Source: an optimization exercise on an open RTL-to-GDS flow (aim: small area). Production flows keep margins and buffers that such runs may drop.
In this exercise RTL edits were held to simulation tests only and were not proved equivalent to the original.
Power is estimated from default activity; no workload was simulated.

run 1:
==> flow/design.v (excerpt) <==
module timerWrapper(PCLK, PENABLE, PSEL, PRESETN, PWRITE, PREADY, PSLVERR,
                    PADDR, PWDATA, PRDATA);
For scale: about 350 cells after synthesis, roughly 99 flip-flops, ~79 I/O pins, roughly 4400 um^2 of cells after synthesis.
export LEC_CHECK = 0
export CAP_MARGIN = 20
export CORE_MARGIN = 2
export CORE_UTILIZATION = 60
export CTS_BUF_LIST = sky130_fd_sc_hd__clkbuf_4 sky130_fd_sc_hd__clkbuf_8
export GPL_TIMING_DRIVEN = 0
export SLEW_MARGIN = 20
export SYNTH_HIERARCHICAL = 1
create_clock -name core_clock -period 3.0 [get_ports {PCLK}]
standard.sh (not shown) runs the stock make flow with config.mk's settings and CLKGATE_MAP_FILE= SYNTH_SCRIPT=/design/flow/synth_recipe.tcl, a recipe that flattens the netlist after the stock synthesis.
==> flow/flow/run.sh <==
#!/bin/bash
# The standard layout (standard.sh), with three changes after the standard
# synthesis: port buffers use the smallest buffer cell, repair may not use the
# largest buffers, and clock tree synthesis adds no dummy loads.
set -euo pipefail
HERE=$(pwd)
bash standard.sh synth > synth.log 2>&1
export BUFFER_PORTS_ARGS="-buffer_cell sky130_fd_sc_hd__buf_1"
for s in FLOORPLAN GLOBAL_PLACE RESIZE REPAIR_TIMING_POST_PLACE CTS GLOBAL_ROUTE DETAIL_PLACE; do
  export PRE_${s}_TCL="$HERE/flow/dontuse.tcl"
done
export CTS_ARGS="-sink_clustering_enable -repair_clock_nets -dont_use_dummy_load -sink_clustering_size 24 -buf_list sky130_fd_sc_hd__clkbuf_8"
export RECOVER_POWER=100
bash standard.sh finish > layout.log 2>&1
==> flow/flow/dontuse.tcl <==
# Keep repair from picking the largest buffer cells; trees of smaller ones do.
catch {
  set_dont_use {sky130_fd_sc_hd__buf_16 sky130_fd_sc_hd__buf_12 sky130_fd_sc_hd__buf_8 sky130_fd_sc_hd__buf_6 sky130_fd_sc_hd__bufbuf_16 sky130_fd_sc_hd__bufbuf_8}
}
Changes in run 2 relative to run 1:
Settings: swapping 60 for 50 in CORE_UTILIZATION.
diff --git a/flow/flow/run.sh b/flow/flow/run.sh
--- a/flow/flow/run.sh
+++ b/flow/flow/run.sh
@@ -10,5 +10,5 @@
   export PRE_${s}_TCL="$HERE/flow/dontuse.tcl"
 done
-export CTS_ARGS="-sink_clustering_enable -repair_clock_nets -dont_use_dummy_load -sink_clustering_size 24 -buf_list sky130_fd_sc_hd__clkbuf_8"
+export CTS_ARGS="-sink_clustering_enable -repair_clock_nets -dont_use_dummy_load -sink_clustering_size 10 -buf_list {sky130_fd_sc_hd__clkbuf_4 sky130_fd_sc_hd__clkbuf_8}"
 export RECOVER_POWER=100
 bash standard.sh finish > layout.log 2>&1
Results
- Run 2 vs run 1, final hold slack went up by 0.029 ns.
- In terms of overall power after layout, run 2 and run 1 differ only marginally.
- Area added between synthesis and finish: run 1 vs run 2 — no meaningful difference
- [compare] base=run 1 new=run 2: first-pass GRT wire length higher; measured slew at the worst slew-check pin up 0.17 ns; share of layout cells above drive strength 1 now sits lower; average wire length per cell after detail routing up 0.36 um.
Inputs modified between run 2 and run 3:
Settings: CORE_UTILIZATION changed from 50 to 40.
diff --git a/flow/flow/run.sh b/flow/flow/run.sh
--- a/flow/flow/run.sh
+++ b/flow/flow/run.sh
@@ -10,5 +10,4 @@
   export PRE_${s}_TCL="$HERE/flow/dontuse.tcl"
 done
-export CTS_ARGS="-sink_clustering_enable -repair_clock_nets -dont_use_dummy_load -sink_clustering_size 10 -buf_list {sky130_fd_sc_hd__clkbuf_4 sky130_fd_sc_hd__clkbuf_8}"
-export RECOVER_POWER=100
+export CTS_ARGS="-sink_clustering_enable -repair_clock_nets -dont_use_dummy_load -buf_list sky130_fd_sc_hd__clkbuf_8"
 bash standard.sh finish > layout.log 2>&1
## What came out
- Summary: with run 2 as the reference, post-route cell area in run 3 moved up slightly.
- Run 3 vs run 2 — total routed wirelength climbed by a few percent
- Between run 3 and run 2, it is run 3 whose maximum clock frequency is lower, by about 1.4%.
- Compared with run 2, the router placed fewer vias in run 3.
- Comparing the two runs side by side, run 3 comes out behind run 2 on total power consumption of the routed design.
- Relative to run 2, the filler cell count in the final layout of run 3 is higher by 29%.
- Sort run 3 and run 2 by hold slack, descending, and run 2 comes first.
- On run 3: share of the cycle needed by the critical path after routing is 1.3 points higher than what run 2 gave.
- Taking run 2 as the reference, in run 3 post-detailed-route via-to-cell ratio has decreased, clock share of power has remained practically unchanged.
> inputs changed (run 3 -> run 4)
Settings: CORE_UTILIZATION changed from 40 to 50.
diff --git a/flow/flow/run.sh b/flow/flow/run.sh
--- a/flow/flow/run.sh
+++ b/flow/flow/run.sh
@@ -11,3 +11,4 @@
 done
 export CTS_ARGS="-sink_clustering_enable -repair_clock_nets -dont_use_dummy_load -buf_list sky130_fd_sc_hd__clkbuf_8"
+export RECOVER_POWER=100
 bash standard.sh finish > layout.log 2>&1
[summary]
Via count of the first global-routing pass: run 4 vs run 3 up 81
Diff run 3 -> run 4: buffers inserted during post-CTS setup optimization moved down; number of clock-tree buffers in the layout level; worst slew margin relative to its limit moved down; sequential share of layout area moved up; met3 wire length moved down.
Run 4 — switching power as a share of total power 0.26 points lower, run 3 as reference
Well tap count was lower in the run labelled run 4.
Compared to run 3, run 4 has portion of the clock cycle consumed by the worst path in the final layout 1.3 points lower.
Note that the final weighted congestion in routability-driven placement recorded for run 4 amounts to 0.943 times the value seen in run 3.
Area share of buffers outside the clock network down 0.37 points in run 4 wrt run 3

Setup of old:
timerWrapper, a different RTL version from the one above (not shown whole).
Size in the first run: roughly 350 cells after synthesis, roughly 79 I/O pins.
export LEC_CHECK = 0
export CAP_MARGIN = 10
export CORE_MARGIN = 2
export CORE_UTILIZATION = 50
export GPL_TIMING_DRIVEN = 0
export SLEW_MARGIN = 10
export SYNTH_HIERARCHICAL = 1
create_clock -name core_clock -period 3.0 [get_ports {PCLK}]
==> flow/flow/run.sh <==
#!/bin/bash
# The standard layout (standard.sh) after the standard synthesis, with
# these changes: port buffers use the smallest buffer cell, the tie cells'
# output buffers too; repair may not use the largest buffers; clock tree
# synthesis adds no dummy loads.
set -euo pipefail
HERE=$(pwd)
bash standard.sh synth > synth.log 2>&1
export BUFFER_PORTS_ARGS="-buffer_cell sky130_fd_sc_hd__buf_1"
for s in FLOORPLAN RESIZE REPAIR_TIMING_POST_PLACE CTS GLOBAL_ROUTE DETAIL_PLACE; do
  export PRE_${s}_TCL="$HERE/flow/dontuse.tcl"
done
export PRE_GLOBAL_PLACE_TCL="$HERE/flow/tiebuf.tcl"
export CTS_ARGS="-sink_clustering_enable -repair_clock_nets -dont_use_dummy_load -buf_list sky130_fd_sc_hd__clkbuf_8"
bash standard.sh finish > layout.log 2>&1
==> flow/flow/tiebuf.tcl <==
# Synthesis puts a buf_4 between each tie cell and its output port (PREADY,
# PSLVERR); the smallest buffer drives that port as well.
source [file dirname [info script]]/dontuse.tcl
set block [ord::get_db_block]
foreach inst [$block getInsts] {
  if {[[$inst getMaster] getName] ne "sky130_fd_sc_hd__buf_4"} { continue }
  set net [[$inst findITerm A] getNet]
  if {$net eq "NULL"} { continue }
  foreach it [$net getITerms] {
    if {[[[$it getInst] getMaster] getName] eq "sky130_fd_sc_hd__conb_1"} {
      replace_cell [$inst getName] sky130_fd_sc_hd__buf_1
      break
    }
  }
}
Scripts as last shown in full above: flow/flow/dontuse.tcl
diff inputs: old => new
--- a/flow/flow/run.sh
+++ b/flow/flow/run.sh
@@ -3,5 +3,6 @@
 # these changes: port buffers use the smallest buffer cell, the tie cells'
 # output buffers too; repair may not use the largest buffers; clock tree
-# synthesis adds no dummy loads.
+# synthesis adds no dummy loads; power recovery downsizes non-critical gates
+# after global routing.
 set -euo pipefail
 HERE=$(pwd)
@@ -13,3 +14,4 @@
 export PRE_GLOBAL_PLACE_TCL="$HERE/flow/tiebuf.tcl"
 export CTS_ARGS="-sink_clustering_enable -repair_clock_nets -dont_use_dummy_load -buf_list sky130_fd_sc_hd__clkbuf_8"
+export RECOVER_POWER=100
 bash standard.sh finish > layout.log 2>&1
--- outcome ---
On fmax: between new and old, it ends up lower for old. Summary — worst-case headroom to the max-slew limit, new relative to old: lower, by 2.0 points. From old to new the numbers moved as follows: routed wire length per instance fell by about 0.8%, static leakage now sits at about the same level, final critical-path share of the clock period shrank by 1.1 points, power dissipated in the clock network lower, time the final worst path needs with I/O delays and setup fell by 33 ps. As of new, count of filler cells inserted in the layout had risen slightly compared to old.

## yarrow
The RTL this note starts from:
==> flow/design.v <==
module tm_nand2(input a, input b, output y);
  assign y = ~(a & b);
endmodule
module tm_nand3(input a, input b, input c, output y);
  assign y = ~(a & b & c);
endmodule
module tm_nand4(input a, input b, input c, input d, output y);
  assign y = ~(a & b & c & d);
endmodule
module tm_nor2(input a, input b, output y);
  assign y = ~(a | b);
endmodule
module tm_and4(input a, input b, input c, input d, output y);
  assign y = a & b & c & d;
endmodule
module tm_blk(input cin, input [3:0] rn, output [3:1] t, output bp);
  assign t[1] = ~(cin | rn[0]);
  assign t[2] = ~(cin | rn[0] | rn[1]);
  assign t[3] = ~(cin | rn[0] | rn[1] | rn[2]);
  assign bp = ~(rn[0] | rn[1] | rn[2] | rn[3]);
endmodule
module tm_cnt_bit(input rn, input t, input d, input wr, input keep, input ovfn,
                  output yn, output e);
  wire x = ~(rn ^ t);           
  assign yn = ~((wr & d) | (keep & x));
  assign e = x ^ ovfn;
endmodule
module tm_cnt_bitn(input rn, input tn, input d, input wr, input keep, input ovfn,
                   output yn, output e);
  wire x = rn ^ tn;
  assign yn = ~((wr & d) | (keep & x));
  assign e = x ^ ovfn;
endmodule
module tm_rd_bit(input on, input cn, input rn, input so, input sc, input sr,
                 output y);
  assign y = ~((on & so) | (rn & sr) | (cn & sc));
endmodule
module timerWrapper(PCLK, PENABLE, PSEL, PRESETN, PWRITE, PREADY, PSLVERR,
                    PADDR, PWDATA, PRDATA);
input PCLK, PENABLE, PSEL, PRESETN, PWRITE;
input  [31:0] PWDATA;
input  [7:0] PADDR;
output [31:0] PRDATA;
output PREADY, PSLVERR;
assign PREADY = 1'b1;
assign PSLVERR = 1'b0;
reg [31:0] ovf_n;          
reg [31:0] ctrl_n;         
reg [31:0] cnt_n;          
reg        cnt_inc;        
reg        cnt_zero;       
reg        overflowReset;  
wire wr     = PSEL & PENABLE & PWRITE;
wire wr_ovf = wr & ~PADDR[3] & ~PADDR[2];
wire wr_cnt = wr & ~PADDR[3] &  PADDR[2];
wire wr_ctl = wr &  PADDR[3] & ~PADDR[2];
wire [31:0] wdata_n;
genvar i;
generate
  for (i = 0; i < 32; i = i + 1) begin : wd
    tm_nand2 u(.a(PWDATA[i]), .b(PRESETN), .y(wdata_n[i]));
  end
endgenerate
wire [6:0] bp;
wire [7:0] bcn;
wire       g03, h47;
wire       bp7;   
assign bcn[0] = ~cnt_inc;
tm_nand2 u_bc1(.a(cnt_inc), .b(bp[0]), .y(bcn[1]));
tm_nand3 u_bc2(.a(cnt_inc), .b(bp[0]), .c(bp[1]), .y(bcn[2]));
tm_nand4 u_bc3(.a(cnt_inc), .b(bp[0]), .c(bp[1]), .d(bp[2]), .y(bcn[3]));
tm_and4  u_g03(.a(bp[0]), .b(bp[1]), .c(bp[2]), .d(bp[3]), .y(g03));
tm_nand2 u_bc4(.a(cnt_inc), .b(g03), .y(bcn[4]));
tm_nand3 u_bc5(.a(cnt_inc), .b(g03), .c(bp[4]), .y(bcn[5]));
tm_nand4 u_bc6(.a(cnt_inc), .b(g03), .c(bp[4]), .d(bp[5]), .y(bcn[6]));
tm_and4  u_h47(.a(cnt_inc), .b(bp[4]), .c(bp[5]), .d(bp[6]), .y(h47));
tm_nand2 u_bc7(.a(g03), .b(h47), .y(bcn[7]));
wire wa_n = ~(PSEL & PENABLE & PWRITE & ~PADDR[3]);
wire a2_n = ~PADDR[2];
wire [1:0] wr_cnt_h, keep_h;
generate
  for (i = 0; i < 2; i = i + 1) begin : half
    tm_nor2 u_w(.a(wa_n), .b(a2_n), .y(wr_cnt_h[i]));
    tm_nor2 u_k(.a(wr_cnt_h[i]), .b(cnt_zero), .y(keep_h[i]));
  end
endgenerate
wire [31:0] cnt_d_n;
wire [31:0] eq;
generate
  for (i = 0; i < 8; i = i + 1) begin : blk
    wire [3:1] t;
    if (i < 7) begin : b
      tm_blk u_c(.cin(bcn[i]), .rn(cnt_n[4*i+3:4*i]), .t(t), .bp(bp[i]));
    end else begin : b
      tm_blk u_c(.cin(bcn[i]), .rn(cnt_n[4*i+3:4*i]), .t(t), .bp(bp7));
    end
    tm_cnt_bitn u_b0(.rn(cnt_n[4*i]), .tn(bcn[i]), .d(PWDATA[4*i]), .wr(wr_cnt_h[i/4]),
                     .keep(keep_h[i/4]), .ovfn(ovf_n[4*i]), .yn(cnt_d_n[4*i]),
                     .e(eq[4*i]));
    tm_cnt_bit u_b1(.rn(cnt_n[4*i+1]), .t(t[1]), .d(PWDATA[4*i+1]), .wr(wr_cnt_h[i/4]),
                    .keep(keep_h[i/4]), .ovfn(ovf_n[4*i+1]), .yn(cnt_d_n[4*i+1]),
                    .e(eq[4*i+1]));
    tm_cnt_bit u_b2(.rn(cnt_n[4*i+2]), .t(t[2]), .d(PWDATA[4*i+2]), .wr(wr_cnt_h[i/4]),
                    .keep(keep_h[i/4]), .ovfn(ovf_n[4*i+2]), .yn(cnt_d_n[4*i+2]),
                    .e(eq[4*i+2]));
    tm_cnt_bit u_b3(.rn(cnt_n[4*i+3]), .t(t[3]), .d(PWDATA[4*i+3]), .wr(wr_cnt_h[i/4]),
                    .keep(keep_h[i/4]), .ovfn(ovf_n[4*i+3]), .yn(cnt_d_n[4*i+3]),
                    .e(eq[4*i+3]));
  end
endgenerate
wire [7:0] eqn1;
wire [3:0] eq2;
wire [1:0] eqn3;
wire       eq_all;
generate
  for (i = 0; i < 8; i = i + 1) begin : cmp1
    tm_nand4 u(.a(eq[4*i]), .b(eq[4*i+1]), .c(eq[4*i+2]), .d(eq[4*i+3]), .y(eqn1[i]));
  end
  for (i = 0; i < 4; i = i + 1) begin : cmp2
    tm_nor2 u(.a(eqn1[2*i]), .b(eqn1[2*i+1]), .y(eq2[i]));
  end
  for (i = 0; i < 2; i = i + 1) begin : cmp3
    tm_nand2 u(.a(eq2[2*i]), .b(eq2[2*i+1]), .y(eqn3[i]));
  end
endgenerate
tm_nor2 u_cmp4(.a(eqn3[0]), .b(eqn3[1]), .y(eq_all));
wire hit = cnt_zero ? &ovf_n : eq_all;
always @(posedge PCLK) begin
  if (wr_ovf | ~PRESETN) ovf_n  <= wdata_n;
  if (wr_ctl | ~PRESETN) ctrl_n <= wdata_n;
  cnt_n <= cnt_d_n;
end
always @(posedge PCLK) begin
  if (~PRESETN) begin
    cnt_inc       <= 1'b0;
    cnt_zero      <= 1'b1;
    overflowReset <= 1'b0;
  end else begin
    overflowReset <= wr_ovf;
    if (overflowReset) begin
      cnt_inc  <= 1'b0;
      cnt_zero <= 1'b1;
    end else if (wr_cnt | ctrl_n[0]) begin
      cnt_inc  <= 1'b0;
      cnt_zero <= 1'b0;
    end else begin
      cnt_inc  <= ~hit;
      cnt_zero <= hit;
    end
  end
end
wire [1:0] sel_ovf, sel_cnt;
generate
  for (i = 0; i < 2; i = i + 1) begin : sel
    tm_nor2 u_o(.a(PADDR[3]), .b(PADDR[2]), .y(sel_ovf[i]));
    tm_nor2 u_c(.a(PADDR[3]), .b(a2_n), .y(sel_cnt[i]));
  end
  for (i = 0; i < 32; i = i + 1) begin : rd
    tm_rd_bit u_r(.on(ovf_n[i]), .cn(ctrl_n[i]), .rn(cnt_n[i]),
                  .so(sel_ovf[i/16]), .sc(PADDR[3]), .sr(sel_cnt[i/16]), .y(PRDATA[i]));
  end
endgenerate
endmodule
Settings: LEC_CHECK=0, CAP_MARGIN=10, CORE_MARGIN=2, CORE_UTILIZATION=50, GPL_TIMING_DRIVEN=0, SLEW_MARGIN=10, SYNTH_HIERARCHICAL=1; clock period 3.0 ns.
==> flow/flow/run.sh <==
#!/bin/bash
# The standard layout (standard.sh) after the standard synthesis, with
# these changes: port buffers use the smallest buffer cell, the tie cells'
# output buffers too; repair may not use the largest buffers; clock tree
# synthesis adds no dummy loads; power recovery downsizes non-critical gates
# after global routing.
set -euo pipefail
HERE=$(pwd)
bash standard.sh synth > synth.log 2>&1
export BUFFER_PORTS_ARGS="-buffer_cell sky130_fd_sc_hd__buf_1"
for s in FLOORPLAN RESIZE REPAIR_TIMING_POST_PLACE CTS GLOBAL_ROUTE DETAIL_PLACE; do
  export PRE_${s}_TCL="$HERE/flow/dontuse.tcl"
done
export PRE_GLOBAL_PLACE_TCL="$HERE/flow/tiebuf.tcl"
export CTS_ARGS="-sink_clustering_enable -repair_clock_nets -dont_use_dummy_load -sink_clustering_size 8 -root_buf sky130_fd_sc_hd__clkbuf_8 -buf_list sky130_fd_sc_hd__clkbuf_4"
export RECOVER_POWER=100
bash standard.sh finish > layout.log 2>&1
Scripts as last shown in full above: flow/flow/dontuse.tcl, flow/flow/tiebuf.tcl
yarrow went all the way through synthesis, placement and routing and the layout is clean on timing, DRC and antenna.
Input-level comparison between lagoon and yarrow:
diff --git a/flow/flow/run.sh b/flow/flow/run.sh
--- a/flow/flow/run.sh
+++ b/flow/flow/run.sh
@@ -15 +15 @@
-export CTS_ARGS="-sink_clustering_enable -repair_clock_nets -dont_use_dummy_load -sink_clustering_size 8 -root_buf sky130_fd_sc_hd__clkbuf_8 -buf_list sky130_fd_sc_hd__clkbuf_4"
+export CTS_ARGS="-sink_clustering_enable -repair_clock_nets -dont_use_dummy_load -sink_clustering_size 18 -sink_clustering_max_diameter 80 -buf_list sky130_fd_sc_hd__clkbuf_8"
[summary]
Re net count of the mapped netlist: no difference whatsoever between lagoon and yarrow.
yarrow and lagoon ended up with nearly the same largest fanout on the critical path.
Delta (lagoon minus yarrow): final setup slack of the worst path did not really move; final HPWL from detailed placement did not really move; worst hold slack did not really move; fraction of met1 tracks used by global routing did not really move; total placed cells including tap cells did not really move.
Sequential cell count: yarrow vs lagoon identical
Compared with yarrow, in lagoon non-clock inverter count in the final layout level; final wirelength level.
Any difference in area after detailed placement between yarrow and lagoon is small enough to ignore.

[separate check: timing with driven ports]
In the flow no input, the clock included, has a driving cell. The finished layouts below were timed again as built, in two steps. Step 1, drivers: a clkbuf_16 drives PCLK and a buf_2 each remaining input, both assumed. Step 2 times the ports against the registers' clock, not the clock port: input delays grow and output delays shrink by t, the midpoint of the rising clock arrivals with the driver on. a / b / c = no drivers / after step 1 / after step 2; a / b = the first two.
run | t, ns | setup slack, ns | worst register clock-pin slew, ns
run 1 | 0.382 | 0.092 / 0.068 / -0.219 | 0.11 / 0.11
run 2 | 0.378 | 0.179 / 0.155 / -0.178 | 0.10 / 0.10
run 3 | 0.385 | 0.141 / 0.116 / 0.116 | 0.10 / 0.10
run 4 | 0.378 | 0.179 / 0.155 / -0.178 | 0.10 / 0.10
old | 0.385 | 0.092 / 0.069 / 0.069 | 0.10 / 0.10
new | 0.382 | 0.126 / 0.106 / -0.096 | 0.10 / 0.10
yarrow | 0.374 | 0.096 / 0.108 / -0.267 | 0.09 / 0.09
lagoon | 0.374 | 0.096 / 0.108 / -0.267 | 0.09 / 0.09
Met with ideal ports but missed after step 2: setup timing in 6 of these runs.
